This is an optimization exercise on Yosys and OpenROAD, whose aim is small area, not a production implementation. In this exercise RTL edits were held to simulation tests only and were not proved equivalent to the original. No activity file was given, so power comes from the tool's default toggle rates.

==> flow/design.v, too long to show whole: its modules and the start of the top module <==
// module vgagame: 366 lines
// module romE: 172 lines
// module romB: 65 lines
// module romC: 304 lines
// module romGO: 370 lines
// module glyph: 192 lines
module vgagame(clk, vga_h_sync, vga_v_sync, vga_R, vga_G, vga_B, up, down, left, right, shoot, test, reset);
  // ...
==> flow/run.sh <==
#!/bin/bash
# synth_recipe.tcl (not shown) runs the flow's synth.tcl, then flattens the netlist and writes it again
# the make line also repeats each setting of config.mk as NAME=value (left out here)
make -C /OpenROAD-flow-scripts/flow DESIGN_CONFIG=/design/flow/config.mk WORK_HOME=/design/flow/orfs CLKGATE_MAP_FILE= SYNTH_SCRIPT=/design/flow/synth_recipe.tcl finish
==> flow/config.mk <==
export PLATFORM = sky130hd
export DESIGN_NAME = vgagame
export DESIGN_NICKNAME = vgagame
export VERILOG_FILES = /design/flow/design.v
export SDC_FILE = /design/flow/constraint.sdc
export NUM_CORES = 4
export LEC_CHECK = 0
export ABC_AREA = 1
export CAP_MARGIN = 20
export CORE_MARGIN = 2
export CORE_UTILIZATION = 55
export SLEW_MARGIN = 20
export SYNTH_MEMORY_MAX_BITS = 16384
==> flow/constraint.sdc <==
create_clock -name core_clock -period 10.0 [get_ports {clk}]
set_input_delay 2.0000 -clock core_clock [delete_from_list [all_inputs] [get_ports {clk}]]
set_output_delay 2.0000 -clock core_clock [all_outputs]
set_load 0.01 [all_outputs]
==> metrics.md, run 1 <==
| Metric | Value |
|---|---|
| Die Ht | `293 um` |
| CTS buffer count | `56` |
| # fillers | `7744` |
| Post-synthesis xor/xnor area fraction | `0.800%` |
| DR top layer | `met5` |
| Initial Util | `55.3%` |
| Slew at the pin closest to its max-slew limit | `1220 ps` |
| Routed met3 length | `15300 um` |
| Final Cell Area | `49300 um^2` |
| Power Total | `5.10 mW` |
| Routed Antenna Nets | `0` |
| Internal Pwr Total | `3.41 mW` |
| Clock-pin slew on the worst setup and hold paths | `70 ps` |
| First-pass GRT wire length | `239000 um` |
| Synth Area in Simple Gates | `21.9%` |
| Critical path launch point type | `register` |
| Synth area leaders | `fa_1, dfxtp_1, inv_1, edfxtp_1, nand2_1` |
| Comb group | `1.00 mW` |
| Root Driver | `clkbuf_16` |
| WP data required | `10630 ps` |
| N_diodes | `4` |
| Row count | `106` |
| Seq/Total Area, Yosys | `22.5%` |
| Nature of the critical path endpoint | `register` |
| Vias post-DR | `43.6k` |
| Met3 global-route usage | `7.00%` |
| Metal2 WL | `66200 um` |
| P&R area growth vs syn | `7.20%` |
| Vias in the first global route | `41.5k` |
| Top power group | `clock` |
| Most common cell in the netlist | `inv_1` |
| TritonRoute pass-1 iters | `6` |
| Dominant synthesized flop cell | `dfxtp_1` |
| Non-clock buffer count | `62` |
| Logic inverters | `1152` |
| Via/cell ratio | `5.99` |
| Post-CTS Resized | `0` |
| Reg area | `10300 um^2` |
| WP buf/inv | `3` |
| CP Cell Sequence | `buf_4, ha_1, fa_1, inv_1, fa_1, fa_1, fa_1, fa_1, fa_1, fa_1, fa_1, inv_1, fa_1, nor3_1, nand3_1, o32ai_1, nand2_1, nor2_1, nor2_1, nand4_1, o21ai_0, o21bai_1` |
| Critical Path Sink | `D1` |
| P_seq | `1.94 mW` |
| Final Hold Vio Count | `0` |
| Status | `complete, no violations` |
==> module romB, before the edit <==
module romB(input [3:0] x, input [4:0] y, output [2:0] c);
  wire n13, n14, n15, n16, n17, n18, n19,
    n20, n21, n22, n23, n24, n25, n26, n27,
    n28, n29, n30, n31, n32, n33, n34, n35,
    n36, n37, n38, n39, n40, n41, n42, n44,
    n45, n46, n47, n48, n49, n50, n51, n52,
    n53, n54, n55, n56, n57, n58, n59, n60,
    n61, n62, n63, n65, n66, n67;
  assign n13 = ~x[2] & ~x[1];
  assign n14 = x[2] & x[1];
  assign n15 = ~n13 & ~n14;
  assign n16 = x[2] & x[0];
  assign n17 = ~x[2] & ~x[0];
  assign n18 = ~y[0] & ~n17;
  assign n19 = ~n16 & ~n18;
  assign n20 = n15 & n19;
  assign n21 = ~y[2] & ~y[1];
  assign n22 = ~n20 & n21;
  assign n23 = ~y[4] & y[3];
  assign n24 = ~n22 & n23;
  assign n25 = ~y[1] & ~y[0];
  assign n26 = ~y[2] & n25;
  assign n27 = n14 & ~n26;
  assign n28 = x[0] & n14;
  assign n29 = ~y[4] & ~n13;
  assign n30 = ~n28 & ~n29;
  assign n31 = x[3] & n30;
  assign n32 = ~n27 & n31;
  assign n33 = ~x[3] & ~n30;
  assign n34 = ~y[2] & n15;
  assign n35 = ~y[4] & ~n34;
  assign n36 = y[1] & y[0];
  assign n37 = y[2] & ~x[3];
  assign n38 = n36 & n37;
  assign n39 = ~y[3] & ~n38;
  assign n40 = ~n35 & n39;
  assign n41 = ~n33 & ~n40;
  assign n42 = ~n32 & n41;
  assign c[2] = ~n24 & n42;
  assign n44 = y[3] & ~n26;
  assign n45 = y[2] & y[1];
  assign n46 = ~n28 & ~n45;
  assign n47 = n44 & n46;
  assign n48 = ~x[0] & n13;
  assign n49 = ~n47 & ~n48;
  assign n50 = ~x[3] & ~n49;
  assign n51 = y[4] & n50;
  assign n52 = n44 & n51;
  assign n53 = n15 & ~n17;
  assign n54 = ~n36 & ~n53;
  assign n55 = ~n14 & ~n16;
  assign n56 = n36 & n55;
  assign n57 = y[2] & x[3];
  assign n58 = ~n25 & n57;
  assign n59 = ~n56 & n58;
  assign n60 = ~n54 & n59;
  assign n61 = ~n50 & ~n60;
  assign n62 = ~y[4] & ~n44;
  assign n63 = ~n61 & n62;
  assign c[1] = n52 | n63;
  assign n65 = ~y[2] & ~n36;
  assign n66 = x[0] & n13;
  assign n67 = ~n65 & n66;
  assign c[0] = n51 & n67;
endmodule
==> module glyph, before the edit <==
module glyph(input mode, input [3:0] dig, input [4:0] rx, input [5:0] ry, output on);
  wire n18, n19, n20, n21, n22, n23, n24,
    n25, n26, n27, n28, n29, n30, n31, n32,
    n33, n34, n35, n36, n37, n38, n39, n40,
    n41, n42, n43, n44, n45, n46, n47, n48,
    n49, n50, n51, n52, n53, n54, n55, n56,
    n57, n58, n59, n60, n61, n62, n63, n64,
    n65, n66, n67, n68, n69, n70, n71, n72,
    n73, n74, n75, n76, n77, n78, n79, n80,
    n81, n82, n83, n84, n85, n86, n87, n88,
    n89, n90, n91, n92, n93, n94, n95, n96,
    n97, n98, n99, n100, n101, n102, n103,
    n104, n105, n106, n107, n108, n109, n110,
    n111, n112, n113, n114, n115, n116, n117,
    n118, n119, n120, n121, n122, n123, n124,
    n125, n126, n127, n128, n129, n130, n131,
    n132, n133, n134, n135, n136, n137, n138,
    n139, n140, n141, n142, n143, n144, n145,
    n146, n147, n148, n149, n150, n151, n152,
    n153, n154, n155, n156, n157, n158, n159,
    n160, n161, n162, n163, n164, n165, n166,
    n167, n168, n169, n170, n171, n172, n173,
    n174, n175, n176, n177, n178, n179, n180,
    n181, n182, n183;
  assign n18 = rx[3] & rx[2];
  assign n19 = ~rx[4] & ~n18;
  assign n20 = ~rx[1] & n18;
  assign n21 = ~n19 & ~n20;
  assign n22 = dig[1] & ~dig[0];
  assign n23 = ~dig[1] & dig[0];
  assign n24 = ~n22 & ~n23;
  assign n25 = dig[2] & n24;
  assign n26 = mode & n18;
  assign n27 = n25 & ~n26;
  assign n28 = ~n21 & n27;
  assign n29 = ry[3] & ry[2];
  assign n30 = ry[1] & ry[0];
  assign n31 = ry[3] & n30;
  assign n32 = ~n29 & ~n31;
  assign n33 = ~n28 & n32;
  assign n34 = ~dig[2] & ~dig[1];
  assign n35 = ~dig[3] & n34;
  assign n36 = dig[0] & n35;
  assign n37 = ~rx[2] & n36;
  assign n38 = dig[2] & ~dig[0];
  assign n39 = dig[1] & ~n38;
  assign n40 = ~ry[4] & ~n39;
  assign n41 = ~n21 & n40;
  assign n42 = ~n37 & n41;
  assign n43 = dig[2] & ~n24;
  assign n44 = n21 & ~n43;
  assign n45 = ~ry[4] & ~n30;
  assign n46 = ~n25 & ~n45;
  assign n47 = mode & rx[2];
  assign n48 = ~ry[4] & ~ry[1];
  assign n49 = ~ry[0] & n48;
  assign n50 = ~n47 & ~n49;
  assign n51 = ~n46 & n50;
  assign n52 = ~n44 & n51;
  assign n53 = ~n42 & n52;
  assign n54 = rx[4] & ~rx[2];
  assign n55 = n36 & ~n54;
  assign n56 = ~rx[4] & ~rx[2];
  assign n57 = rx[3] & ~n56;
  assign n58 = ~rx[3] & n56;
  assign n59 = mode & ~n58;
  assign n60 = ~n57 & n59;
  assign n61 = ~n55 & n60;
  assign n62 = ~n25 & n47;
  assign n63 = ~n36 & n62;
  assign n64 = ~n61 & ~n63;
  assign n65 = ~n53 & n64;
  assign n66 = ~rx[1] & ~rx[0];
  assign n67 = rx[3] & ~n66;
  assign n68 = dig[0] & n67;
  assign n69 = ~rx[3] & n66;
  assign n70 = n35 & ~n69;
  assign n71 = ~n68 & n70;
  assign n72 = n62 & ~n71;
  assign n73 = n65 & n72;
  assign n74 = ~mode & n29;
  assign n75 = ry[4] & n29;
  assign n76 = n30 & n75;
  assign n77 = ~n74 & ~n76;
  assign n78 = ~n65 & ~n77;
  assign n79 = ~ry[5] & ~n78;
  assign n80 = ~n73 & n79;
  assign n81 = ~n33 & ~n80;
  assign n82 = ~ry[5] & ~ry[4];
  assign n83 = ry[0] & n29;
  assign n84 = n82 & ~n83;
  assign n85 = dig[0] & n84;
  assign n86 = ~ry[3] & ~ry[2];
  assign n87 = ~ry[1] & n86;
  assign n88 = ~dig[1] & ry[4];
  assign n89 = ~n29 & n88;
  assign n90 = ~n87 & n89;
  assign n91 = n25 & ~n90;
  assign n92 = ~n85 & n91;
  assign n93 = ~ry[4] & ~n29;
  assign n94 = ~n49 & ~n93;
  assign n95 = ~n36 & n94;
  assign n96 = n29 & ~n30;
  assign n97 = ~n35 & ~n96;
  assign n98 = ry[1] & n75;
  assign n99 = ~n97 & ~n98;
  assign n100 = n95 & n99;
  assign n101 = ~n92 & ~n100;
  assign n102 = rx[1] & rx[0];
  assign n103 = n18 & ~n66;
  assign n104 = ~n102 & n103;
  assign n105 = ~n101 & n104;
  assign n106 = n67 & n84;
  assign n107 = rx[2] & rx[1];
  assign n108 = ~rx[3] & ~n107;
  assign n109 = n35 & n108;
  assign n110 = ~n18 & n36;
  assign n111 = ~n109 & n110;
  assign n112 = ~n106 & n111;
  assign n113 = n58 & ~n102;
  assign n114 = rx[4] & n67;
  assign n115 = ~n113 & ~n114;
  assign n116 = ~ry[5] & ~n86;
  assign n117 = ry[2] & n30;
  assign n118 = ~ry[3] & ~n82;
  assign n119 = ~n117 & n118;
  assign n120 = ~n116 & ~n119;
  assign n121 = ~n30 & n120;
  assign n122 = n115 & ~n121;
  assign n123 = ~n112 & n122;
  assign n124 = ~n105 & n123;
  assign n125 = ~mode & ~n124;
  assign n126 = ~n32 & ~n93;
  assign n127 = rx[4] & n24;
  assign n128 = dig[1] & n38;
  assign n129 = n19 & n128;
  assign n130 = ~n127 & ~n129;
  assign n131 = n126 & n130;
  assign n132 = ~n120 & ~n131;
  assign n133 = ~dig[2] & ~dig[0];
  assign n134 = ~n19 & n133;
  assign n135 = ~rx[4] & ~n133;
  assign n136 = ry[4] & ~n135;
  assign n137 = ~n134 & n136;
  assign n138 = ~n132 & ~n137;
  assign n139 = ~n61 & ~n72;
  assign n140 = ~n138 & ~n139;
  assign n141 = n19 & ~n82;
  assign n142 = ~n67 & n141;
  assign n143 = n115 & ~n142;
  assign n144 = n36 & ~n143;
  assign n145 = rx[4] & n18;
  assign n146 = dig[3] & ~n34;
  assign n147 = ~n145 & ~n146;
  assign n148 = ~n144 & n147;
  assign n149 = ~n140 & n148;
  assign n150 = ~n125 & n149;
  assign n151 = ~ry[1] & n74;
  assign n152 = ~n27 & ~n151;
  assign n153 = n22 & n44;
  assign n154 = dig[0] & ~n35;
  assign n155 = ~n21 & n154;
  assign n156 = ~n153 & ~n155;
  assign n157 = ~n152 & ~n156;
  assign n158 = ~n30 & n86;
  assign n159 = n38 & n47;
  assign n160 = ~n158 & n159;
  assign n161 = n32 & n160;
  assign n162 = ~ry[5] & ~n161;
  assign n163 = ~n157 & n162;
  assign n164 = ry[4] & ~n163;
  assign n165 = n63 & n132;
  assign n166 = ~dig[1] & ~rx[4];
  assign n167 = ~dig[2] & rx[4];
  assign n168 = ~n166 & ~n167;
  assign n169 = n29 & ~n168;
  assign n170 = n61 & n169;
  assign n171 = mode & rx[3];
  assign n172 = ~n29 & n171;
  assign n173 = n116 & n172;
  assign n174 = ~n109 & ~n173;
  assign n175 = ~rx[2] & ~rx[1];
  assign n176 = dig[0] & ~rx[4];
  assign n177 = ~n175 & n176;
  assign n178 = ~n174 & n177;
  assign n179 = ~n170 & ~n178;
  assign n180 = ~n165 & n179;
  assign n181 = ~ry[4] & ~n180;
  assign n182 = ~n164 & ~n181;
  assign n183 = n150 & n182;
  assign on = ~n81 & n183;
endmodule
==> run 2, diff against run 1 <==
--- a/flow/design.v
+++ b/flow/design.v
@@ -250,4 +250,4 @@
 	always @(posedge clk) begin
-		EX[gi] <= clr ? 10'd0 : spn ? sx : x22 ? 10'd22 : Xs;
-		EY[gi] <= clr ? 9'd0 : spn ? 9'd21 : y22 ? 9'd22 : Ys[8:0];
+		EX[gi] <= spn ? sx : x22 ? 10'd22 : Xs;
+		EY[gi] <= spn ? 9'd21 : y22 ? 9'd22 : Ys[8:0];
 		Erc[gi] <= !clr && (Erc[gi] || tick50);
@@ -275,2 +275,3 @@
 end endgenerate
+wire e00 = ((CY == 9'd8) && (CX[9:2] == 8'd1 || CX[9:1] == 9'd4)) || ((CY == 9'd9) && (CX == 10'd6));
 generate for (gi = 1; gi <= 10; gi = gi + 1) begin : ged
@@ -278,3 +279,3 @@
 	wire [10:0] sy = addu({1'b1, NY}, {1'b0, EY[gi]});
-	assign ebox[gi] = ge({2'b0, EX[gi]}, 12'd14) && nears(sx, 5'd14) && ge({3'b0, EY[gi]}, 12'd14) && nears(sy, 5'd14);
+	assign ebox[gi] = Erc[gi] && ge({2'b0, EX[gi]}, 12'd14) && nears(sx, 5'd14) && ge({3'b0, EY[gi]}, 12'd14) && nears(sy, 5'd14);
 	wire [2:0] r;
@@ -282,3 +283,3 @@
 	wire win = ((sx[9:4] == 6'd0) || (sx[9:4] == 6'h3F)) && ((sy[9:4] == 6'd0) || (sy[9:4] == 6'h3F));
-	assign ergb[gi] = win ? r : 3'b000;
+	assign ergb[gi] = Erc[gi] ? (win ? r : 3'b000) : (e00 ? 3'b101 : 3'b000);
 end endgenerate
@@ -332,3 +333,3 @@
 wire score = gon && xin && yin;
-wire [10:0] gx = sub(CX, 10'd271);
+wire [10:0] gx = sub(CX, 10'd273);
 wire [10:0] gy = sub({1'b0, CY}, 10'd150);
@@ -336,3 +337,3 @@
 romGO rg(.x(gx[6:0]), .y(gy[3:0]), .c(gor));
-wire gopix = ge({2'b0, CX}, 12'd271) && !ge({2'b0, CX}, 12'd370) && ge({3'b0, CY}, 12'd150) && !ge({3'b0, CY}, 12'd165) && gor;
+wire gopix = ge({2'b0, CX}, 12'd273) && !ge({2'b0, CX}, 12'd372) && ge({3'b0, CY}, 12'd150) && !ge({3'b0, CY}, 12'd165) && gor;
 wire sR = brgb[1][0] | brgb[2][0] | brgb[3][0] | brgb[4][0] | brgb[5][0]
@@ -344,3 +345,2 @@
 reg [2:0] P1, P2, C1;
-reg G1, G2;
 always @(posedge clk) begin
@@ -349,4 +349,2 @@
 	P2 <= P1 | C1;
-	G1 <= gopix;
-	G2 <= G1;
 end
@@ -356,5 +354,5 @@
 	if (D2) begin
-		vga_R <= (G2 | score) & disp;
-		vga_G <= (G2 | score) & disp;
-		vga_B <= (G2 | score) & disp;
+		vga_R <= (gopix | score) & disp;
+		vga_G <= (gopix | score) & disp;
+		vga_B <= (gopix | score) & disp;
 	end else begin
@@ -542,62 +540,57 @@
     n28, n29, n30, n31, n32, n33, n34, n35,
-    n36, n37, n38, n39, n40, n41, n42, n44,
+    n36, n37, n38, n39, n40, n41, n43, n44,
     n45, n46, n47, n48, n49, n50, n51, n52,
-    n53, n54, n55, n56, n57, n58, n59, n60,
-    n61, n62, n63, n65, n66, n67;
-  assign n13 = ~x[2] & ~x[1];
-  assign n14 = x[2] & x[1];
-  assign n15 = ~n13 & ~n14;
-  assign n16 = x[2] & x[0];
-  assign n17 = ~x[2] & ~x[0];
-  assign n18 = ~y[0] & ~n17;
+    n53, n54, n55, n56, n57, n58, n59, n61,
+    n62;
+  assign n13 = ~y[2] & ~y[1];
+  assign n14 = ~y[0] & n13;
+  assign n15 = y[3] & ~n14;
+  assign n16 = y[4] & ~n15;
+  assign n17 = x[2] & x[1];
+  assign n18 = ~y[2] & ~n17;
   assign n19 = ~n16 & ~n18;
-  assign n20 = n15 & n19;
-  assign n21 = ~y[2] & ~y[1];
-  assign n22 = ~n20 & n21;
-  assign n23 = ~y[4] & y[3];
-  assign n24 = ~n22 & n23;
-  assign n25 = ~y[1] & ~y[0];
-  assign n26 = ~y[2] & n25;
-  assign n27 = n14 & ~n26;
-  assign n28 = x[0] & n14;
-  assign n29 = ~y[4] & ~n13;
-  assign n30 = ~n28 & ~n29;
-  assign n31 = x[3] & n30;
-  assign n32 = ~n27 & n31;
-  assign n33 = ~x[3] & ~n30;
-  assign n34 = ~y[2] & n15;
-  assign n35 = ~y[4] & ~n34;
-  assign n36 = y[1] & y[0];
-  assign n37 = y[2] & ~x[3];
-  assign n38 = n36 & n37;
-  assign n39 = ~y[3] & ~n38;
-  assign n40 = ~n35 & n39;
-  assign n41 = ~n33 & ~n40;
-  assign n42 = ~n32 & n41;
-  assign c[2] = ~n24 & n42;
-  assign n44 = y[3] & ~n26;
-  assign n45 = y[2] & y[1];
-  assign n46 = ~n28 & ~n45;
-  assign n47 = n44 & n46;
-  assign n48 = ~x[0] & n13;
-  assign n49 = ~n47 & ~n48;
-  assign n50 = ~x[3] & ~n49;
-  assign n51 = y[4] & n50;
-  assign n52 = n44 & n51;
-  assign n53 = n15 & ~n17;
-  assign n54 = ~n36 & ~n53;
-  assign n55 = ~n14 & ~n16;
-  assign n56 = n36 & n55;
-  assign n57 = y[2] & x[3];
-  assign n58 = ~n25 & n57;
-  assign n59 = ~n56 & n58;
-  assign n60 = ~n54 & n59;
-  assign n61 = ~n50 & ~n60;
-  assign n62 = ~y[4] & ~n44;
-  assign n63 = ~n61 & n62;
-  assign c[1] = n52 | n63;
-  assign n65 = ~y[2] & ~n36;
-  assign n66 = x[0] & n13;
-  assign n67 = ~n65 & n66;
-  assign c[0] = n51 & n67;
+  assign n20 = ~x[1] & x[0];
+  assign n21 = y[0] & ~n20;
+  assign n22 = x[1] & ~x[0];
+  assign n23 = y[3] & ~n22;
+  assign n24 = ~n21 & n23;
+  assign n25 = ~n19 & ~n24;
+  assign n26 = y[1] & y[0];
+  assign n27 = y[2] & n26;
+  assign n28 = ~y[3] & ~n27;
+  assign n29 = y[4] & ~n28;
+  assign n30 = ~x[2] & ~x[1];
+  assign n31 = ~y[4] & n30;
+  assign n32 = ~n29 & ~n31;
+  assign n33 = ~n17 & ~n32;
+  assign n34 = x[3] & ~n33;
+  assign n35 = ~n25 & n34;
+  assign n36 = x[0] & n17;
+  assign n37 = ~x[3] & ~n36;
+  assign n38 = ~n32 & n37;
+  assign n39 = ~n35 & ~n38;
+  assign n40 = ~y[4] & y[3];
+  assign n41 = ~n13 & n40;
+  assign c[2] = ~n39 & ~n41;
+  assign n43 = x[0] & n30;
+  assign n44 = ~n15 & ~n43;
+  assign n45 = ~x[0] & n30;
+  assign n46 = y[2] & y[1];
+  assign n47 = ~n45 & n46;
+  assign n48 = y[4] & ~n47;
+  assign n49 = ~n44 & ~n48;
+  assign n50 = ~n20 & n26;
+  assign n51 = ~y[1] & ~y[0];
+  assign n52 = ~n17 & ~n22;
+  assign n53 = ~n51 & n52;
+  assign n54 = ~n50 & n53;
+  assign n55 = n17 & n27;
+  assign n56 = x[3] & ~n55;
+  assign n57 = ~n54 & n56;
+  assign n58 = ~n16 & ~n57;
+  assign n59 = ~n49 & n58;
+  assign c[1] = ~n39 & n59;
+  assign n61 = ~y[2] & ~n26;
+  assign n62 = n43 & ~n61;
+  assign c[0] = c[1] & n62;
 endmodule
@@ -948,330 +941,297 @@
     n296, n297, n298, n299, n300, n301, n302,
-    n303, n304, n305, n306, n307, n308, n309,
-    n310, n311, n312, n313, n314, n315, n316,
-    n317, n318, n319, n320, n321, n322, n323,
-    n324, n325, n326, n327, n328, n329, n330,
-    n331, n332, n333, n334;
-  assign n13 = y[3] & ~y[2];
-  assign n14 = x[2] & x[1];
-  assign n15 = ~y[0] & ~x[0];
-  assign n16 = ~x[5] & x[4];
-  assign n17 = ~n15 & n16;
-  assign n18 = ~x[6] & x[4];
-  assign n19 = x[3] & x[1];
-  assign n20 = n15 & n19;
-  assign n21 = ~x[3] & x[1];
-  assign n22 = ~y[0] & n21;
-  assign n23 = x[0] & n22;
-  assign n24 = ~n20 & ~n23;
-  assign n25 = ~n18 & ~n24;
-  assign n26 = ~x[1] & ~x[0];
-  assign n27 = n18 & n26;
-  assign n28 = y[1] & ~n27;
-  assign n29 = ~n25 & n28;
-  assign n30 = ~n17 & ~n29;
-  assign n31 = n14 & ~n30;
-  assign n32 = y[1] & y[0];
-  assign n33 = x[5] & x[2];
-  assign n34 = n32 & n33;
-  assign n35 = ~x[4] & x[1];
-  assign n36 = x[5] & x[4];
-  assign n37 = ~x[1] & n36;
-  assign n38 = ~n35 & ~n37;
-  assign n39 = ~y[0] & x[5];
-  assign n40 = x[1] & ~n39;
-  assign n41 = ~y[1] & ~x[2];
-  assign n42 = ~n40 & n41;
-  assign n43 = ~n38 & n42;
-  assign n44 = ~n34 & ~n43;
-  assign n45 = ~n31 & n44;
-  assign n46 = x[3] & ~n45;
-  assign n47 = x[2] & n22;
-  assign n48 = x[3] & ~x[1];
-  assign n49 = ~x[5] & n48;
-  assign n50 = ~n47 & ~n49;
-  assign n51 = x[4] & x[2];
-  assign n52 = ~y[0] & ~x[5];
-  assign n53 = y[1] & ~n52;
-  assign n54 = x[2] & ~x[1];
-  assign n55 = ~n53 & ~n54;
-  assign n56 = ~n51 & ~n55;
-  assign n57 = ~n50 & n56;
-  assign n58 = ~x[2] & n26;
-  assign n59 = y[1] & n52;
-  assign n60 = ~n14 & n59;
-  assign n61 = ~n58 & ~n60;
-  assign n62 = ~x[3] & ~n61;
-  assign n63 = ~n40 & ~n62;
-  assign n64 = y[1] & ~y[0];
-  assign n65 = x[3] & ~x[2];
-  assign n66 = ~n64 & ~n65;
-  assign n67 = x[1] & x[0];
-  assign n68 = x[4] & ~n67;
-  assign n69 = ~n66 & n68;
-  assign n70 = ~n63 & n69;
-  assign n71 = ~n57 & ~n70;
-  assign n72 = ~n46 & n71;
-  assign n73 = ~x[6] & ~n72;
-  assign n74 = x[6] & ~x[0];
-  assign n75 = x[4] & n74;
-  assign n76 = ~x[5] & ~x[2];
-  assign n77 = ~n21 & n41;
-  assign n78 = ~x[4] & ~n77;
-  assign n79 = n76 & ~n78;
-  assign n80 = x[6] & ~n79;
-  assign n81 = y[0] & x[4];
-  assign n82 = y[1] & ~x[0];
-  assign n83 = ~x[3] & n32;
-  assign n84 = ~n82 & ~n83;
-  assign n85 = n81 & ~n84;
-  assign n86 = ~y[1] & ~y[0];
-  assign n87 = x[3] & ~n35;
-  assign n88 = n86 & ~n87;
-  assign n89 = ~x[4] & ~n32;
-  assign n90 = n48 & ~n89;
-  assign n91 = ~n88 & ~n90;
-  assign n92 = ~n85 & n91;
-  assign n93 = ~x[4] & x[0];
-  assign n94 = ~n92 & ~n93;
-  assign n95 = ~n80 & n94;
-  assign n96 = ~n75 & ~n95;
-  assign n97 = ~n21 & ~n96;
-  assign n98 = ~n14 & n86;
-  assign n99 = n16 & n98;
-  assign n100 = ~x[6] & x[3];
-  assign n101 = x[6] & ~x[3];
-  assign n102 = n67 & n101;
-  assign n103 = ~n100 & ~n102;
-  assign n104 = n79 & n103;
-  assign n105 = ~n99 & ~n104;
-  assign n106 = ~n97 & ~n105;
-  assign n107 = ~x[6] & ~x[4];
-  assign n108 = ~x[3] & ~x[1];
-  assign n109 = ~x[0] & n108;
-  assign n110 = ~n101 & ~n109;
-  assign n111 = n16 & ~n110;
-  assign n112 = ~n107 & ~n111;
-  assign n113 = ~y[1] & x[3];
-  assign n114 = ~n67 & ~n113;
-  assign n115 = ~y[0] & ~n114;
-  assign n116 = ~n83 & ~n115;
-  assign n117 = ~n112 & ~n116;
-  assign n118 = ~x[5] & ~n86;
-  assign n119 = x[6] & x[4];
-  assign n120 = ~x[0] & n21;
-  assign n121 = ~n119 & n120;
-  assign n122 = ~n118 & ~n121;
-  assign n123 = x[1] & n122;
-  assign n124 = n117 & ~n123;
-  assign n125 = ~x[5] & x[3];
-  assign n126 = n108 & ~n119;
-  assign n127 = ~n125 & ~n126;
-  assign n128 = ~n41 & ~n107;
-  assign n129 = ~x[5] & ~x[4];
-  assign n130 = ~x[0] & ~n129;
-  assign n131 = ~n128 & n130;
-  assign n132 = ~n127 & n131;
-  assign n133 = ~n124 & ~n132;
-  assign n134 = x[2] & ~n133;
-  assign n135 = ~n106 & ~n134;
-  assign n136 = ~n73 & n135;
-  assign n137 = n13 & ~n136;
-  assign n138 = ~y[3] & y[2];
-  assign n139 = x[4] & n109;
-  assign n140 = ~y[1] & ~n19;
-  assign n141 = x[1] & n82;
-  assign n142 = ~n140 & ~n141;
-  assign n143 = n15 & ~n142;
-  assign n144 = ~n15 & ~n48;
-  assign n145 = n18 & ~n144;
-  assign n146 = ~n143 & n145;
-  assign n147 = n86 & ~n146;
-  assign n148 = ~n48 & ~n67;
-  assign n149 = n18 & ~n148;
-  assign n150 = x[6] & ~x[4];
-  assign n151 = n108 & n150;
-  assign n152 = ~n18 & n19;
-  assign n153 = y[0] & ~n152;
-  assign n154 = ~n151 & n153;
-  assign n155 = ~n149 & n154;
-  assign n156 = ~n147 & ~n155;
-  assign n157 = ~n139 & ~n156;
-  assign n158 = ~n99 & ~n101;
-  assign n159 = n99 & n101;
-  assign n160 = n67 & ~n159;
-  assign n161 = ~n158 & n160;
-  assign n162 = n157 & ~n161;
-  assign n163 = n76 & ~n157;
-  assign n164 = y[0] & x[0];
-  assign n165 = n107 & n164;
-  assign n166 = x[5] & ~n165;
-  assign n167 = ~n29 & ~n166;
-  assign n168 = ~n163 & n167;
-  assign n169 = ~n162 & n168;
-  assign n170 = x[6] & ~n125;
-  assign n171 = x[0] & ~n39;
-  assign n172 = x[3] & ~n140;
-  assign n173 = x[5] & ~n172;
-  assign n174 = ~n171 & ~n173;
-  assign n175 = ~n170 & ~n174;
-  assign n176 = ~n117 & ~n175;
-  assign n177 = x[5] & ~n164;
-  assign n178 = x[1] & ~n33;
-  assign n179 = y[1] & ~n178;
-  assign n180 = ~n177 & ~n179;
-  assign n181 = n21 & ~n41;
-  assign n182 = n78 & ~n181;
-  assign n183 = ~n180 & n182;
-  assign n184 = ~n76 & ~n125;
-  assign n185 = x[1] & n18;
-  assign n186 = ~n184 & n185;
-  assign n187 = ~n183 & ~n186;
-  assign n188 = ~n176 & ~n187;
-  assign n189 = ~n132 & ~n188;
-  assign n190 = ~n169 & n189;
-  assign n191 = n138 & ~n190;
-  assign n192 = ~x[6] & x[5];
-  assign n193 = x[0] & n108;
-  assign n194 = x[6] & ~x[5];
-  assign n195 = ~n36 & ~n194;
-  assign n196 = n193 & n195;
-  assign n197 = n122 & ~n196;
-  assign n198 = ~n192 & ~n197;
-  assign n199 = ~n146 & ~n198;
-  assign n200 = n22 & n194;
-  assign n201 = n107 & n108;
-  assign n202 = ~n86 & ~n192;
-  assign n203 = ~n201 & n202;
-  assign n204 = ~n200 & n203;
-  assign n205 = n138 & ~n204;
-  assign n206 = ~n199 & n205;
-  assign n207 = y[3] & n93;
-  assign n208 = ~y[3] & ~x[0];
-  assign n209 = y[0] & ~n13;
-  assign n210 = ~n208 & n209;
-  assign n211 = ~x[5] & ~n210;
-  assign n212 = ~n207 & ~n211;
-  assign n213 = ~y[1] & ~x[5];
-  assign n214 = ~y[3] & ~y[2];
-  assign n215 = n81 & ~n214;
-  assign n216 = ~y[2] & n107;
-  assign n217 = ~n215 & ~n216;
-  assign n218 = ~n213 & ~n217;
-  assign n219 = ~y[3] & y[0];
-  assign n220 = n150 & n219;
-  assign n221 = ~n218 & ~n220;
-  assign n222 = n21 & ~n221;
-  assign n223 = ~n212 & n222;
-  assign n224 = y[1] & n36;
-  assign n225 = n219 & n224;
-  assign n226 = ~y[3] & ~y[1];
-  assign n227 = n129 & n226;
-  assign n228 = ~y[3] & ~n227;
-  assign n229 = ~n32 & ~n228;
-  assign n230 = ~n225 & ~n229;
-  assign n231 = x[0] & ~n230;
-  assign n232 = x[5] & n13;
-  assign n233 = n82 & n138;
-  assign n234 = ~n232 & ~n233;
-  assign n235 = ~n36 & ~n234;
-  assign n236 = ~n224 & ~n227;
-  assign n237 = ~y[2] & ~n236;
-  assign n238 = ~n235 & ~n237;
-  assign n239 = x[1] & n100;
-  assign n240 = ~n238 & n239;
-  assign n241 = ~n231 & n240;
-  assign n242 = ~n223 & ~n241;
-  assign n243 = ~n206 & n242;
-  assign n244 = ~x[2] & ~n243;
-  assign n245 = ~y[1] & ~n108;
-  assign n246 = ~y[3] & ~n245;
-  assign n247 = y[1] & ~n21;
-  assign n248 = n246 & ~n247;
-  assign n249 = ~n108 & n140;
-  assign n250 = ~n247 & ~n249;
-  assign n251 = y[3] & n15;
-  assign n252 = ~n250 & n251;
-  assign n253 = ~n248 & ~n252;
-  assign n254 = ~y[1] & y[0];
-  assign n255 = ~x[2] & ~n254;
-  assign n256 = ~n113 & ~n255;
-  assign n257 = ~y[2] & ~x[4];
-  assign n258 = ~n256 & n257;
-  assign n259 = ~n253 & n258;
-  assign n260 = ~n109 & n138;
-  assign n261 = y[0] & x[1];
-  assign n262 = n51 & ~n261;
-  assign n263 = ~x[2] & x[0];
-  assign n264 = n261 & n263;
-  assign n265 = ~n262 & ~n264;
-  assign n266 = n13 & n26;
-  assign n267 = ~n265 & n266;
-  assign n268 = ~n260 & ~n267;
-  assign n269 = ~n92 & ~n255;
-  assign n270 = ~n268 & n269;
-  assign n271 = ~n259 & ~n270;
-  assign n272 = n194 & ~n271;
-  assign n273 = y[0] & n107;
-  assign n274 = y[2] & ~n273;
-  assign n275 = ~y[1] & ~n274;
-  assign n276 = y[2] & y[1];
-  assign n277 = x[6] & n276;
-  assign n278 = ~n107 & ~n277;
-  assign n279 = n219 & ~n278;
-  assign n280 = ~n275 & ~n279;
-  assign n281 = ~n150 & n226;
-  assign n282 = n193 & ~n281;
-  assign n283 = ~n280 & n282;
-  assign n284 = ~x[0] & n86;
-  assign n285 = ~x[6] & n284;
-  assign n286 = n13 & ~n284;
-  assign n287 = ~n138 & ~n286;
-  assign n288 = ~n285 & n287;
-  assign n289 = ~y[1] & n138;
-  assign n290 = ~x[4] & ~n289;
-  assign n291 = ~n74 & ~n290;
-  assign n292 = n48 & ~n81;
-  assign n293 = ~n291 & n292;
-  assign n294 = ~n288 & n293;
-  assign n295 = ~n283 & ~n294;
-  assign n296 = n76 & ~n295;
-  assign n297 = ~n272 & ~n296;
-  assign n298 = ~n15 & n213;
-  assign n299 = n21 & ~n263;
-  assign n300 = n298 & n299;
-  assign n301 = ~n62 & ~n300;
-  assign n302 = ~y[2] & n86;
-  assign n303 = n58 & ~n302;
-  assign n304 = ~y[2] & x[2];
-  assign n305 = ~n164 & n304;
-  assign n306 = y[3] & ~n305;
-  assign n307 = ~n303 & n306;
-  assign n308 = ~n301 & n307;
-  assign n309 = ~n21 & n219;
-  assign n310 = n47 & n178;
-  assign n311 = ~n309 & ~n310;
-  assign n312 = x[5] & ~x[3];
-  assign n313 = ~n141 & ~n312;
-  assign n314 = y[2] & ~n313;
-  assign n315 = ~n311 & n314;
-  assign n316 = n298 & n304;
-  assign n317 = n246 & n316;
-  assign n318 = ~n315 & ~n317;
-  assign n319 = ~n308 & n318;
-  assign n320 = n107 & ~n319;
-  assign n321 = ~n47 & n265;
-  assign n322 = x[3] & n36;
-  assign n323 = ~n129 & ~n322;
-  assign n324 = n226 & ~n323;
-  assign n325 = ~n321 & n324;
-  assign n326 = ~x[2] & n48;
-  assign n327 = n231 & n326;
-  assign n328 = ~n325 & ~n327;
-  assign n329 = ~y[2] & ~x[6];
-  assign n330 = ~n328 & n329;
-  assign n331 = ~n320 & ~n330;
-  assign n332 = n297 & n331;
-  assign n333 = ~n244 & n332;
-  assign n334 = ~n191 & n333;
-  assign c = n137 | ~n334;
+    n303, n304, n305;
+  assign n13 = ~y[1] & ~y[0];
+  assign n14 = y[3] & ~y[2];
+  assign n15 = n13 & n14;
+  assign n16 = ~x[4] & ~n13;
+  assign n17 = ~y[3] & n16;
+  assign n18 = ~n15 & ~n17;
+  assign n19 = ~x[0] & ~n18;
+  assign n20 = ~y[3] & ~y[2];
+  assign n21 = y[1] & ~x[4];
+  assign n22 = n20 & n21;
+  assign n23 = ~n19 & ~n22;
+  assign n24 = ~x[2] & x[1];
+  assign n25 = ~x[3] & n24;
+  assign n26 = ~n23 & n25;
+  assign n27 = ~x[2] & ~x[1];
+  assign n28 = ~y[1] & ~x[4];
+  assign n29 = ~y[2] & n28;
+  assign n30 = n27 & n29;
+  assign n31 = ~n19 & n30;
+  assign n32 = ~y[3] & y[2];
+  assign n33 = x[1] & n32;
+  assign n34 = ~x[2] & ~x[0];
+  assign n35 = ~n14 & ~n32;
+  assign n36 = y[1] & ~n35;
+  assign n37 = n34 & n36;
+  assign n38 = n33 & n37;
+  assign n39 = ~x[6] & ~x[3];
+  assign n40 = ~n38 & ~n39;
+  assign n41 = ~n31 & n40;
+  assign n42 = ~n26 & n41;
+  assign n43 = y[0] & x[1];
+  assign n44 = ~y[0] & ~x[1];
+  assign n45 = ~n43 & ~n44;
+  assign n46 = y[1] & ~n45;
+  assign n47 = ~y[1] & ~n43;
+  assign n48 = x[0] & ~n47;
+  assign n49 = ~n46 & n48;
+  assign n50 = y[1] & x[1];
+  assign n51 = ~x[0] & n50;
+  assign n52 = ~x[2] & ~n51;
+  assign n53 = ~n49 & n52;
+  assign n54 = x[2] & ~n47;
+  assign n55 = n20 & ~n54;
+  assign n56 = ~n53 & n55;
+  assign n57 = x[2] & x[1];
+  assign n58 = y[1] & ~n57;
+  assign n59 = y[0] & n27;
+  assign n60 = x[0] & ~n59;
+  assign n61 = ~n58 & n60;
+  assign n62 = ~x[1] & ~x[0];
+  assign n63 = y[1] & x[2];
+  assign n64 = n62 & ~n63;
+  assign n65 = y[1] & y[0];
+  assign n66 = y[3] & y[2];
+  assign n67 = ~n65 & n66;
+  assign n68 = ~n64 & n67;
+  assign n69 = ~n61 & n68;
+  assign n70 = ~n56 & ~n69;
+  assign n71 = ~x[0] & n13;
+  assign n72 = ~x[4] & ~n71;
+  assign n73 = ~n70 & n72;
+  assign n74 = x[0] & n14;
+  assign n75 = n24 & n74;
+  assign n76 = ~x[0] & ~n13;
+  assign n77 = ~x[6] & ~n76;
+  assign n78 = x[2] & ~x[1];
+  assign n79 = ~n35 & n78;
+  assign n80 = ~n77 & n79;
+  assign n81 = ~n75 & ~n80;
+  assign n82 = n65 & ~n81;
+  assign n83 = ~n13 & n14;
+  assign n84 = ~y[1] & ~x[0];
+  assign n85 = n32 & n84;
+  assign n86 = ~n83 & ~n85;
+  assign n87 = ~y[1] & n59;
+  assign n88 = ~x[4] & ~x[1];
+  assign n89 = ~y[0] & ~n57;
+  assign n90 = ~n88 & n89;
+  assign n91 = ~n87 & ~n90;
+  assign n92 = ~n86 & ~n91;
+  assign n93 = x[6] & ~x[3];
+  assign n94 = ~x[6] & x[3];
+  assign n95 = ~n93 & ~n94;
+  assign n96 = ~n92 & n95;
+  assign n97 = ~n82 & n96;
+  assign n98 = ~n73 & n97;
+  assign n99 = ~n42 & ~n98;
+  assign n100 = y[2] & ~n93;
+  assign n101 = ~n13 & ~n100;
+  assign n102 = ~n81 & ~n101;
+  assign n103 = ~x[3] & ~n27;
+  assign n104 = ~y[2] & ~n103;
+  assign n105 = ~y[2] & y[0];
+  assign n106 = x[2] & x[0];
+  assign n107 = ~x[3] & n106;
+  assign n108 = y[0] & ~x[0];
+  assign n109 = ~n107 & ~n108;
+  assign n110 = n57 & ~n109;
+  assign n111 = ~n105 & ~n110;
+  assign n112 = ~n104 & ~n111;
+  assign n113 = ~y[1] & y[0];
+  assign n114 = n112 & ~n113;
+  assign n115 = ~x[0] & ~n65;
+  assign n116 = ~x[6] & n33;
+  assign n117 = ~n115 & n116;
+  assign n118 = ~n114 & n117;
+  assign n119 = ~n102 & ~n118;
+  assign n120 = x[4] & ~n119;
+  assign n121 = n13 & n34;
+  assign n122 = y[2] & ~n121;
+  assign n123 = y[3] & n94;
+  assign n124 = n88 & n123;
+  assign n125 = ~n122 & n124;
+  assign n126 = ~n120 & ~n125;
+  assign n127 = ~n99 & n126;
+  assign n128 = ~x[5] & ~n127;
+  assign n129 = ~x[6] & n108;
+  assign n130 = ~y[0] & ~x[0];
+  assign n131 = ~n129 & ~n130;
+  assign n132 = x[1] & ~n131;
+  assign n133 = ~n50 & n131;
+  assign n134 = ~x[5] & ~n133;
+  assign n135 = ~n132 & n134;
+  assign n136 = ~x[4] & n93;
+  assign n137 = x[5] & ~x[3];
+  assign n138 = ~x[1] & ~n137;
+  assign n139 = x[0] & ~n138;
+  assign n140 = ~n136 & ~n139;
+  assign n141 = ~x[5] & x[3];
+  assign n142 = n65 & ~n141;
+  assign n143 = ~n115 & ~n142;
+  assign n144 = ~x[4] & n13;
+  assign n145 = x[5] & x[3];
+  assign n146 = n144 & ~n145;
+  assign n147 = ~x[1] & ~n146;
+  assign n148 = ~n143 & n147;
+  assign n149 = ~n140 & n148;
+  assign n150 = n135 & n149;
+  assign n151 = ~x[4] & x[3];
+  assign n152 = x[6] & ~n65;
+  assign n153 = n151 & ~n152;
+  assign n154 = x[4] & x[3];
+  assign n155 = ~n137 & ~n154;
+  assign n156 = x[6] & ~x[5];
+  assign n157 = x[4] & ~n156;
+  assign n158 = ~n155 & ~n157;
+  assign n159 = ~x[5] & ~n144;
+  assign n160 = ~n158 & n159;
+  assign n161 = ~n153 & n160;
+  assign n162 = ~n88 & ~n145;
+  assign n163 = ~y[0] & x[4];
+  assign n164 = x[1] & n163;
+  assign n165 = ~n162 & ~n164;
+  assign n166 = ~n161 & ~n165;
+  assign n167 = n140 & ~n148;
+  assign n168 = ~n166 & n167;
+  assign n169 = ~n150 & ~n168;
+  assign n170 = ~x[2] & ~n169;
+  assign n171 = x[3] & n156;
+  assign n172 = n28 & n171;
+  assign n173 = ~n158 & ~n172;
+  assign n174 = n155 & n157;
+  assign n175 = x[5] & n144;
+  assign n176 = ~n174 & ~n175;
+  assign n177 = n173 & n176;
+  assign n178 = x[0] & ~n145;
+  assign n179 = n78 & ~n178;
+  assign n180 = ~n177 & n179;
+  assign n181 = ~n161 & n180;
+  assign n182 = y[3] & ~n51;
+  assign n183 = ~y[1] & n27;
+  assign n184 = ~n27 & n65;
+  assign n185 = ~n183 & ~n184;
+  assign n186 = n182 & n185;
+  assign n187 = y[3] & x[0];
+  assign n188 = ~x[4] & ~n187;
+  assign n189 = n145 & ~n188;
+  assign n190 = ~n186 & n189;
+  assign n191 = n130 & ~n137;
+  assign n192 = x[2] & ~n156;
+  assign n193 = ~y[1] & x[5];
+  assign n194 = ~n44 & ~n193;
+  assign n195 = n192 & n194;
+  assign n196 = ~n191 & n195;
+  assign n197 = x[1] & n154;
+  assign n198 = ~n21 & ~n197;
+  assign n199 = x[0] & n137;
+  assign n200 = n43 & n199;
+  assign n201 = ~n198 & ~n200;
+  assign n202 = n196 & n201;
+  assign n203 = ~n190 & ~n202;
+  assign n204 = ~n181 & n203;
+  assign n205 = ~n170 & n204;
+  assign n206 = n14 & ~n205;
+  assign n207 = x[0] & ~n156;
+  assign n208 = n45 & ~n207;
+  assign n209 = ~x[5] & n34;
+  assign n210 = ~n106 & ~n209;
+  assign n211 = ~n208 & n210;
+  assign n212 = ~y[1] & ~n211;
+  assign n213 = x[5] & ~x[1];
+  assign n214 = ~n84 & n213;
+  assign n215 = ~n212 & ~n214;
+  assign n216 = x[2] & ~n161;
+  assign n217 = n154 & ~n216;
+  assign n218 = ~n215 & n217;
+  assign n219 = ~x[4] & n65;
+  assign n220 = ~x[6] & n13;
+  assign n221 = ~n151 & n220;
+  assign n222 = ~n219 & ~n221;
+  assign n223 = ~x[5] & ~n222;
+  assign n224 = ~x[5] & ~n93;
+  assign n225 = n155 & ~n224;
+  assign n226 = n49 & n225;
+  assign n227 = ~n223 & n226;
+  assign n228 = ~n218 & ~n227;
+  assign n229 = y[0] & ~n62;
+  assign n230 = ~n136 & n229;
+  assign n231 = n225 & ~n230;
+  assign n232 = ~n47 & ~n193;
+  assign n233 = ~n137 & ~n232;
+  assign n234 = ~x[3] & x[1];
+  assign n235 = ~n157 & ~n234;
+  assign n236 = ~n233 & n235;
+  assign n237 = ~n231 & ~n236;
+  assign n238 = n231 & ~n233;
+  assign n239 = x[2] & ~n238;
+  assign n240 = ~n135 & n239;
+  assign n241 = ~n237 & n240;
+  assign n242 = x[0] & n223;
+  assign n243 = ~n137 & ~n171;
+  assign n244 = n84 & ~n243;
+  assign n245 = y[1] & n141;
+  assign n246 = ~n39 & ~n245;
+  assign n247 = n16 & ~n246;
+  assign n248 = ~n244 & ~n247;
+  assign n249 = ~n242 & n248;
+  assign n250 = n27 & ~n249;
+  assign n251 = ~n241 & ~n250;
+  assign n252 = n228 & n251;
+  assign n253 = n32 & ~n252;
+  assign n254 = ~x[6] & ~x[5];
+  assign n255 = x[1] & n254;
+  assign n256 = ~y[2] & n255;
+  assign n257 = n27 & n137;
+  assign n258 = ~n256 & ~n257;
+  assign n259 = n130 & ~n258;
+  assign n260 = n112 & n156;
+  assign n261 = ~n259 & ~n260;
+  assign n262 = x[4] & n36;
+  assign n263 = ~n261 & n262;
+  assign n264 = x[3] & ~n37;
+  assign n265 = n21 & n33;
+  assign n266 = n20 & n28;
+  assign n267 = ~x[3] & ~n266;
+  assign n268 = ~n265 & n267;
+  assign n269 = n27 & n156;
+  assign n270 = x[2] & n255;
+  assign n271 = ~n269 & ~n270;
+  assign n272 = ~y[0] & ~n271;
+  assign n273 = ~n268 & n272;
+  assign n274 = n24 & n32;
+  assign n275 = n175 & n274;
+  assign n276 = ~n273 & ~n275;
+  assign n277 = ~n264 & ~n276;
+  assign n278 = n56 & n190;
+  assign n279 = y[3] & n107;
+  assign n280 = x[3] & ~x[2];
+  assign n281 = ~y[0] & x[0];
+  assign n282 = n20 & ~n281;
+  assign n283 = n280 & n282;
+  assign n284 = ~n279 & ~n283;
+  assign n285 = n255 & ~n284;
+  assign n286 = ~y[0] & x[6];
+  assign n287 = ~n129 & ~n286;
+  assign n288 = x[5] & ~x[2];
+  assign n289 = x[1] & n156;
+  assign n290 = ~n288 & ~n289;
+  assign n291 = n32 & ~n280;
+  assign n292 = ~n290 & n291;
+  assign n293 = ~n287 & n292;
+  assign n294 = ~n285 & ~n293;
+  assign n295 = ~n15 & n28;
+  assign n296 = ~n294 & n295;
+  assign n297 = n75 & ~n177;
+  assign n298 = n38 & n225;
+  assign n299 = ~n297 & ~n298;
+  assign n300 = ~n296 & n299;
+  assign n301 = ~n278 & n300;
+  assign n302 = ~n277 & n301;
+  assign n303 = ~n263 & n302;
+  assign n304 = ~n253 & n303;
+  assign n305 = ~n206 & n304;
+  assign c = n128 | ~n305;
 endmodule
@@ -1299,171 +1259,161 @@
     n167, n168, n169, n170, n171, n172, n173,
-    n174, n175, n176, n177, n178, n179, n180,
-    n181, n182, n183;
-  assign n18 = rx[3] & rx[2];
-  assign n19 = ~rx[4] & ~n18;
-  assign n20 = ~rx[1] & n18;
-  assign n21 = ~n19 & ~n20;
-  assign n22 = dig[1] & ~dig[0];
-  assign n23 = ~dig[1] & dig[0];
-  assign n24 = ~n22 & ~n23;
-  assign n25 = dig[2] & n24;
-  assign n26 = mode & n18;
-  assign n27 = n25 & ~n26;
-  assign n28 = ~n21 & n27;
-  assign n29 = ry[3] & ry[2];
-  assign n30 = ry[1] & ry[0];
-  assign n31 = ry[3] & n30;
-  assign n32 = ~n29 & ~n31;
-  assign n33 = ~n28 & n32;
-  assign n34 = ~dig[2] & ~dig[1];
-  assign n35 = ~dig[3] & n34;
-  assign n36 = dig[0] & n35;
-  assign n37 = ~rx[2] & n36;
-  assign n38 = dig[2] & ~dig[0];
-  assign n39 = dig[1] & ~n38;
-  assign n40 = ~ry[4] & ~n39;
-  assign n41 = ~n21 & n40;
-  assign n42 = ~n37 & n41;
-  assign n43 = dig[2] & ~n24;
-  assign n44 = n21 & ~n43;
-  assign n45 = ~ry[4] & ~n30;
-  assign n46 = ~n25 & ~n45;
-  assign n47 = mode & rx[2];
-  assign n48 = ~ry[4] & ~ry[1];
-  assign n49 = ~ry[0] & n48;
-  assign n50 = ~n47 & ~n49;
-  assign n51 = ~n46 & n50;
-  assign n52 = ~n44 & n51;
-  assign n53 = ~n42 & n52;
-  assign n54 = rx[4] & ~rx[2];
-  assign n55 = n36 & ~n54;
-  assign n56 = ~rx[4] & ~rx[2];
-  assign n57 = rx[3] & ~n56;
-  assign n58 = ~rx[3] & n56;
-  assign n59 = mode & ~n58;
-  assign n60 = ~n57 & n59;
-  assign n61 = ~n55 & n60;
-  assign n62 = ~n25 & n47;
-  assign n63 = ~n36 & n62;
-  assign n64 = ~n61 & ~n63;
-  assign n65 = ~n53 & n64;
-  assign n66 = ~rx[1] & ~rx[0];
-  assign n67 = rx[3] & ~n66;
-  assign n68 = dig[0] & n67;
-  assign n69 = ~rx[3] & n66;
-  assign n70 = n35 & ~n69;
-  assign n71 = ~n68 & n70;
-  assign n72 = n62 & ~n71;
-  assign n73 = n65 & n72;
-  assign n74 = ~mode & n29;
-  assign n75 = ry[4] & n29;
-  assign n76 = n30 & n75;
-  assign n77 = ~n74 & ~n76;
-  assign n78 = ~n65 & ~n77;
-  assign n79 = ~ry[5] & ~n78;
-  assign n80 = ~n73 & n79;
-  assign n81 = ~n33 & ~n80;
-  assign n82 = ~ry[5] & ~ry[4];
-  assign n83 = ry[0] & n29;
-  assign n84 = n82 & ~n83;
-  assign n85 = dig[0] & n84;
-  assign n86 = ~ry[3] & ~ry[2];
-  assign n87 = ~ry[1] & n86;
-  assign n88 = ~dig[1] & ry[4];
-  assign n89 = ~n29 & n88;
-  assign n90 = ~n87 & n89;
-  assign n91 = n25 & ~n90;
-  assign n92 = ~n85 & n91;
-  assign n93 = ~ry[4] & ~n29;
-  assign n94 = ~n49 & ~n93;
-  assign n95 = ~n36 & n94;
-  assign n96 = n29 & ~n30;
-  assign n97 = ~n35 & ~n96;
-  assign n98 = ry[1] & n75;
-  assign n99 = ~n97 & ~n98;
-  assign n100 = n95 & n99;
-  assign n101 = ~n92 & ~n100;
-  assign n102 = rx[1] & rx[0];
-  assign n103 = n18 & ~n66;
-  assign n104 = ~n102 & n103;
-  assign n105 = ~n101 & n104;
-  assign n106 = n67 & n84;
-  assign n107 = rx[2] & rx[1];
-  assign n108 = ~rx[3] & ~n107;
-  assign n109 = n35 & n108;
-  assign n110 = ~n18 & n36;
-  assign n111 = ~n109 & n110;
-  assign n112 = ~n106 & n111;
-  assign n113 = n58 & ~n102;
-  assign n114 = rx[4] & n67;
-  assign n115 = ~n113 & ~n114;
-  assign n116 = ~ry[5] & ~n86;
-  assign n117 = ry[2] & n30;
-  assign n118 = ~ry[3] & ~n82;
-  assign n119 = ~n117 & n118;
-  assign n120 = ~n116 & ~n119;
-  assign n121 = ~n30 & n120;
-  assign n122 = n115 & ~n121;
-  assign n123 = ~n112 & n122;
-  assign n124 = ~n105 & n123;
-  assign n125 = ~mode & ~n124;
-  assign n126 = ~n32 & ~n93;
-  assign n127 = rx[4] & n24;
-  assign n128 = dig[1] & n38;
-  assign n129 = n19 & n128;
+    n174;
+  assign n18 = ry[1] & ry[0];
+  assign n19 = ~ry[2] & ~n18;
+  assign n20 = ry[3] & ~n19;
+  assign n21 = ~ry[3] & ~ry[2];
+  assign n22 = ~n18 & n21;
+  assign n23 = ~dig[0] & rx[2];
+  assign n24 = ~n22 & n23;
+  assign n25 = ~n20 & n24;
+  assign n26 = ~dig[2] & ~ry[4];
+  assign n27 = n25 & n26;
+  assign n28 = rx[4] & ~rx[3];
+  assign n29 = ~rx[1] & ~rx[0];
+  assign n30 = rx[2] & ~n29;
+  assign n31 = n28 & ~n30;
+  assign n32 = rx[3] & rx[2];
+  assign n33 = ~dig[1] & ~dig[0];
+  assign n34 = ~dig[3] & n33;
+  assign n35 = dig[1] & dig[0];
+  assign n36 = ~n33 & ~n35;
+  assign n37 = dig[2] & ~n36;
+  assign n38 = ~n34 & ~n37;
+  assign n39 = n32 & ~n38;
+  assign n40 = ~rx[4] & rx[3];
+  assign n41 = ~rx[2] & ~n40;
+  assign n42 = ~dig[2] & ~dig[1];
+  assign n43 = ~dig[3] & dig[0];
+  assign n44 = n42 & n43;
+  assign n45 = ~n41 & ~n44;
+  assign n46 = ~n39 & n45;
+  assign n47 = ~n31 & ~n46;
+  assign n48 = ~dig[1] & ~ry[4];
+  assign n49 = ~dig[0] & ~n26;
+  assign n50 = ~n37 & n49;
+  assign n51 = ~n48 & ~n50;
+  assign n52 = ~n28 & ~n32;
+  assign n53 = ~n51 & n52;
+  assign n54 = n28 & n51;
+  assign n55 = ry[4] & n18;
+  assign n56 = ry[2] & n55;
+  assign n57 = ~ry[2] & ~n55;
+  assign n58 = ry[3] & ~n57;
+  assign n59 = ~n56 & n58;
+  assign n60 = ~n54 & n59;
+  assign n61 = ~n53 & n60;
+  assign n62 = ~n47 & ~n61;
+  assign n63 = ~n27 & ~n62;
+  assign n64 = ~ry[5] & ~n21;
+  assign n65 = ~ry[5] & ~ry[4];
+  assign n66 = ry[2] & ~n18;
+  assign n67 = ~n21 & ~n66;
+  assign n68 = ~n65 & ~n67;
+  assign n69 = ~n64 & ~n68;
+  assign n70 = ~n63 & ~n69;
+  assign n71 = dig[2] & ry[4];
+  assign n72 = ~dig[3] & ~n33;
+  assign n73 = n20 & ~n72;
+  assign n74 = ~n71 & ~n73;
+  assign n75 = ~n25 & ~n28;
+  assign n76 = ~n74 & ~n75;
+  assign n77 = ~ry[4] & n64;
+  assign n78 = ~dig[0] & ry[5];
+  assign n79 = n21 & n78;
+  assign n80 = ~n77 & ~n79;
+  assign n81 = ry[3] & ry[2];
+  assign n82 = dig[2] & ~dig[0];
+  assign n83 = rx[3] & ~n82;
+  assign n84 = ~n81 & n83;
+  assign n85 = ~rx[4] & rx[1];
+  assign n86 = ~rx[2] & ~n85;
+  assign n87 = n84 & ~n86;
+  assign n88 = ~n80 & n87;
+  assign n89 = mode & ~n88;
+  assign n90 = ~n76 & n89;
+  assign n91 = ~n70 & n90;
+  assign n92 = ~ry[4] & ~ry[0];
+  assign n93 = ry[1] & ~n92;
+  assign n94 = dig[0] & ry[4];
+  assign n95 = ~n26 & ~n94;
+  assign n96 = ~rx[4] & ~n32;
+  assign n97 = ~rx[1] & n32;
+  assign n98 = ~n96 & ~n97;
+  assign n99 = n95 & n98;
+  assign n100 = ~ry[1] & n92;
+  assign n101 = n81 & ~n100;
+  assign n102 = n36 & ~n71;
+  assign n103 = n101 & n102;
+  assign n104 = n99 & n103;
+  assign n105 = ~n69 & ~n104;
+  assign n106 = ~n93 & ~n105;
+  assign n107 = rx[3] & n29;
+  assign n108 = n41 & ~n107;
+  assign n109 = rx[1] & rx[0];
+  assign n110 = ~rx[4] & ~n109;
+  assign n111 = ~rx[3] & ~n110;
+  assign n112 = n108 & ~n111;
+  assign n113 = ~mode & ~n112;
+  assign n114 = ~n106 & n113;
+  assign n115 = ~n91 & ~n114;
+  assign n116 = mode & n81;
+  assign n117 = ~n30 & n116;
+  assign n118 = ~mode & rx[2];
+  assign n119 = rx[1] & n118;
+  assign n120 = ~ry[5] & rx[1];
+  assign n121 = ~rx[4] & ~n120;
+  assign n122 = ~n119 & ~n121;
+  assign n123 = ~n117 & n122;
+  assign n124 = ~rx[3] & ~n123;
+  assign n125 = ~n29 & n65;
+  assign n126 = ~n101 & n125;
+  assign n127 = ~mode & ~n126;
+  assign n128 = ~rx[4] & n29;
+  assign n129 = ~n65 & n128;
   assign n130 = ~n127 & ~n129;
-  assign n131 = n126 & n130;
-  assign n132 = ~n120 & ~n131;
-  assign n133 = ~dig[2] & ~dig[0];
-  assign n134 = ~n19 & n133;
-  assign n135 = ~rx[4] & ~n133;
-  assign n136 = ry[4] & ~n135;
-  assign n137 = ~n134 & n136;
-  assign n138 = ~n132 & ~n137;
-  assign n139 = ~n61 & ~n72;
-  assign n140 = ~n138 & ~n139;
-  assign n141 = n19 & ~n82;
-  assign n142 = ~n67 & n141;
-  assign n143 = n115 & ~n142;
-  assign n144 = n36 & ~n143;
-  assign n145 = rx[4] & n18;
-  assign n146 = dig[3] & ~n34;
-  assign n147 = ~n145 & ~n146;
-  assign n148 = ~n144 & n147;
-  assign n149 = ~n140 & n148;
-  assign n150 = ~n125 & n149;
-  assign n151 = ~ry[1] & n74;
-  assign n152 = ~n27 & ~n151;
-  assign n153 = n22 & n44;
-  assign n154 = dig[0] & ~n35;
-  assign n155 = ~n21 & n154;
-  assign n156 = ~n153 & ~n155;
-  assign n157 = ~n152 & ~n156;
-  assign n158 = ~n30 & n86;
-  assign n159 = n38 & n47;
-  assign n160 = ~n158 & n159;
-  assign n161 = n32 & n160;
-  assign n162 = ~ry[5] & ~n161;
-  assign n163 = ~n157 & n162;
-  assign n164 = ry[4] & ~n163;
-  assign n165 = n63 & n132;
-  assign n166 = ~dig[1] & ~rx[4];
-  assign n167 = ~dig[2] & rx[4];
-  assign n168 = ~n166 & ~n167;
-  assign n169 = n29 & ~n168;
-  assign n170 = n61 & n169;
-  assign n171 = mode & rx[3];
-  assign n172 = ~n29 & n171;
-  assign n173 = n116 & n172;
-  assign n174 = ~n109 & ~n173;
-  assign n175 = ~rx[2] & ~rx[1];
-  assign n176 = dig[0] & ~rx[4];
-  assign n177 = ~n175 & n176;
-  assign n178 = ~n174 & n177;
-  assign n179 = ~n170 & ~n178;
-  assign n180 = ~n165 & n179;
-  assign n181 = ~ry[4] & ~n180;
-  assign n182 = ~n164 & ~n181;
-  assign n183 = n150 & n182;
-  assign on = ~n81 & n183;
+  assign n131 = ~rx[2] & ~n130;
+  assign n132 = ~ry[4] & ~rx[3];
+  assign n133 = mode & ~n132;
+  assign n134 = n30 & n133;
+  assign n135 = ~n69 & n134;
+  assign n136 = n44 & ~n108;
+  assign n137 = ~n135 & n136;
+  assign n138 = ~n131 & n137;
+  assign n139 = ~n28 & ~n138;
+  assign n140 = ~n124 & ~n139;
+  assign n141 = mode & ~n55;
+  assign n142 = n51 & ~n141;
+  assign n143 = ~n29 & n32;
+  assign n144 = ~n142 & ~n143;
+  assign n145 = n101 & ~n144;
+  assign n146 = ~ry[5] & n95;
+  assign n147 = n37 & ~n146;
+  assign n148 = ~n145 & ~n147;
+  assign n149 = ~mode & n32;
+  assign n150 = ~n109 & n149;
+  assign n151 = ~n96 & ~n150;
+  assign n152 = ~n38 & ~n50;
+  assign n153 = n93 & ~n152;
+  assign n154 = ~n151 & ~n153;
+  assign n155 = ~n148 & n154;
+  assign n156 = ~dig[2] & rx[2];
+  assign n157 = n55 & n156;
+  assign n158 = n116 & n157;
+  assign n159 = ~n44 & ~n158;
+  assign n160 = ~n155 & n159;
+  assign n161 = ~n140 & ~n160;
+  assign n162 = ~ry[1] & n21;
+  assign n163 = ry[4] & ~n162;
+  assign n164 = ~n84 & n163;
+  assign n165 = ~n26 & ~n29;
+  assign n166 = n34 & n165;
+  assign n167 = n150 & n166;
+  assign n168 = ~n164 & n167;
+  assign n169 = dig[3] & ~n42;
+  assign n170 = ~ry[4] & ~n20;
+  assign n171 = ry[5] & ~n170;
+  assign n172 = ~n169 & ~n171;
+  assign n173 = ~n168 & n172;
+  assign n174 = ~n161 & n173;
+  assign on = ~n115 & n174;
 endmodule
--- a/flow/config.mk
+++ b/flow/config.mk
@@ -11,2 +11,5 @@
 export CORE_UTILIZATION = 55
+export CTS_BUF_LIST = sky130_fd_sc_hd__clkbuf_8 sky130_fd_sc_hd__clkbuf_16
+export CTS_CLUSTER_DIAMETER = 100
+export CTS_CLUSTER_SIZE = 14
 export SLEW_MARGIN = 20
==> run 2 against run 1 <==
Against the previous run:
- total power shrank 8.3%
- critical path type unchanged
- sequential power about the same
- cell count decreased by 2.2%
- clock power decreased by 26%
- non-clock buffer count decreased by 14
- core utilization down 0.65 points
- critical path depth grew 5
==> metrics.md, run 2 <==
| Metric | Value |
|---|---|
| Status | `complete, no violations` |
| Slew Limit Fails | `0` |
| Routability congestion estimate | `1.01` |
| Final TNS setup | `0 ps` |
| Vias post-DR | `42.5k (-2.6%)` |
| P per Cell Area | `97.6 nW/um^2` |
| Post-synth design cell area | `45400 um^2` |
| CTS tree | `done` |
| WL final | `148000 um` |
| Vias in the first global route | `40.9k (-1.3%)` |
| Routed Antenna Nets | `0 (unchanged)` |
| Unrepaired setup endpoints after global routing | `no` |
| Dominant synthesized flop cell | `dfxtp_1` |
| Final Hold Vio Count | `0 (unchanged)` |
| # setup viols final | `0` |
| Row count | `105 (-0.94%)` |
| Synthesized flop and latch total | `452` |
| Tot GR Track Use | `34.7%` |
| Slew at the pin closest to its max-slew limit | `1010 ps (-205 ps)` |
| Die Ht | `291 um (-0.61%)` |
| Residual DRC | `0` |
| Detailed router's first-iteration violation count | `4552` |
| Hold Crit Class | `register to register` |
| Largest net degree at the start of global routing | `39` |
| Initial Util | `55.5% (+0.19 points)` |
| Asr flop ratio synth | `0%` |
| Setup Skew | `50.7 ps` |
| Share of post-route cells with drive strength above 1 | `4.60%` |
| Via/cell ratio | `5.97 (-0.39%)` |
| Minimum clock period | `6510 ps` |
| Synth cell types | `80` |
| WP data required | `10480 ps (-150 ps)` |
| Final worst slack | `3490 ps` |
| Post-Syn Instances | `6029` |
| Reg-to-reg startpoint | `NX[0]` |
| Leak pwr | `22.8 nW` |
| Hpwl dp | `111000 um` |
| # nets final | `6722` |
| CP max FO | `23` |
| Most common cell in the netlist | `inv_1` |
| Max Root-Sink Buffers | `3` |
| Avg WL per Cell | `20.8 um` |
| Die ar. | `84900 um^2` |
| Total gr overflow | `0` |
| Total of max-cap violations | `0` |
| Worst hold start | `P1[0]` |
| Root Driver | `clkbuf_16` |
| IO Port Bufs | `12` |
| TritonRoute pass-1 iters | `7 (+1)` |
| Number of flip-flops under the largest register name | `100` |
| Arr. time, crit path | `6990 ps` |
| Share of Yosys cell area claimed by the top area cell type | `21.3%` |
| Hold-fix buffers, CTS | `0` |
| Kind of critical path | `register to register` |
| Commonest non-fill, non-tap cell in the layout | `inv_1` |
| CTS buffer count | `40 (-29%)` |
| Syn avg cell area | `7.53 um^2` |
| Dpl ws | `3470 ps` |
| Clock-pin slew on the worst setup and hold paths | `80 ps (about the same)` |
| Initial antenna violation count | `1` |
| Fmax | `154 MHz` |
| Post-CTS Resized | `0 (unchanged)` |
| Max-slew headroom | `32.2%` |
| WP buf/inv | `6 (+3)` |
| Worst Hold End | `P2[0]` |
| Critical path launch point type | `register` |
| IO Pins | `13` |
| CORE AREA | `81800 um^2` |
| Most frequent cells after synthesis | `inv_1, nand2_1, nor2_1` |
| Seq/Total Area, Yosys | `22.6% (+0.19 points)` |
| Synth area leaders | `fa_1, dfxtp_1, inv_1, nand2_1, edfxtp_1` |
| Delay-heaviest family, CP | `adder cells` |
| EDFF count, synth | `123` |
| Setup slack, reg-to-reg | `3490 ps` |
| Most frequent cells in the layout | `inv_1, nand2_1, nor2_1, o21ai_0, fa_1` |
| Slowest cell delay on critical path | `790 ps` |
| R2R depth | `27` |
| First-pass GRT wire length | `231000 um (-3.5%)` |
| CTS Sinks | `452` |
| Worst-skew pair later-pin latency | `640 ps` |
| Nature of the critical path endpoint | `register` |
| Synthesized Nets | `6735` |
| Synth warn | `8` |
| Setup bufs post-CTS | `0` |
| Period utilization | `65.1%` |
| Chip Width | `291 um` |
| CP dominant cell by count | `fa_1` |
| Reg with most FFs | `EX` |
| Hold path depth | `1` |
| Worst r2r dst | `P1[0]` |
| Crit-path slowest cell | `dfxtp_2` |
| Top Registers | `EX: 100 flops, EY: 90 flops, BX: 50 flops` |
| Max H-tree Level | `2` |
| VDD IR max | `0.173 mV` |
| Yosys top cell by area | `fa_1` |
| P&R area growth vs syn | `5.65%` |
==> run 2: through the flow <==
stage          utilization [%]  total power [mW]  hold slack [ps]  std cells  instance area (um^2)
6_report                  58.6              4.68              418       7117                 48000
5_1_grt                   58.6              4.88              441       7116                 48000
3_3_place_gp              57.1              3.09              410       7044                 46700
3_5_place_dp              57.1              3.09              402       7044                 46700
2_1_floorplan                -              2.72              377       6029                 45400
4_1_cts                   58.6              4.69              420       7116                 48000
==> run 2: cell type report <==
type | instances | area [um^2]
Fill cell | 7642 | 33900
Multi-Input combinational cell | 4366 | 30500
Sequential cell | 452 | 10300
Inverter | 1108 | 4160
Tap cell | 1070 | 1340
Clock buffer | 40 | 1000
Timing Repair Buffer | 48 | 385
Clock inverter | 32 | 239
Antenna cell | 1 | 2.50
==> run 2: logic make-up (layout without fill, tap and decap cells) <==
| kind of cell | after synthesis | count (layout) | synth area share (%) |
|---|---|---|---|
| AND/OR/NAND/NOR | 2375 | 2375 | 22.9 |
| AO/OA/AOI/OAI | 1242 | 1242 | 16.1 |
| buffers and inverters | 1211 | 1228 | 10.1 |
| adder cells (fa/ha/maj) | 699 | 699 | 27.3 |
| flip-flops | 452 | 452 | 22.6 |
| XOR/XNOR | 38 | 38 | 0.733 |
| multiplexers | 12 | 12 | 0.276 |
| other | 0 | 1 | 0 |
==> run 2: per-layer routing <==
layer / global-route usage, % / routed length, um / vias to the layer above
met5: 0 / 0 / -
met4: 16.1 / 7690 / 0
met3: 5.51 / 13400 / 406
met2: 54.5 / 65500 / 2067
met1: 47.2 / 61200 / 20100
li1: - / - / 19900
==> run 2: worst max-delay path by stage <==
stage / slack [ps] / to / start / cells after the start
3_5_place_dp: 3470 / P1[2] / NX[1] / 20
6_report: 3490 / P1[0] / NX[0] / 27
5_1_grt: 3090 / P1[1] / NX[1] / 23
3_3_place_gp: 3640 / P1[2] / NX[1] / 20
4_1_cts: 3470 / P1[2] / NX[1] / 20
2_1_floorplan: 4000 / P1[2] / NX[1] / 19
==> run 2: worst register-to-register path: cells and delay by family, from the launching register on <==
kind	cells	cell delay [ps]
AOI/OAI and AO/OA	1	50
adders and majority gates	10	3460
buffers and inverters	6	820
DFF	1	790
and+or+nand+nor	10	1230
==> run 2: power breakdown <==
part | switching, mW | total (mW) | internal [mW]
logic | 0.802 | 1.15 | 0.350
clock network | 0.832 | 1.60 | 0.769
registers | 0.0400 | 1.93 | 1.89

Setup slack of run 2, layout unchanged: 3.489 ns with ideal ports, 3.489 ns with driving cells assumed (clock clkbuf_16, inputs buf_2), 3.489 ns with port delays also shifted by the 0.689 ns mid clock arrival.
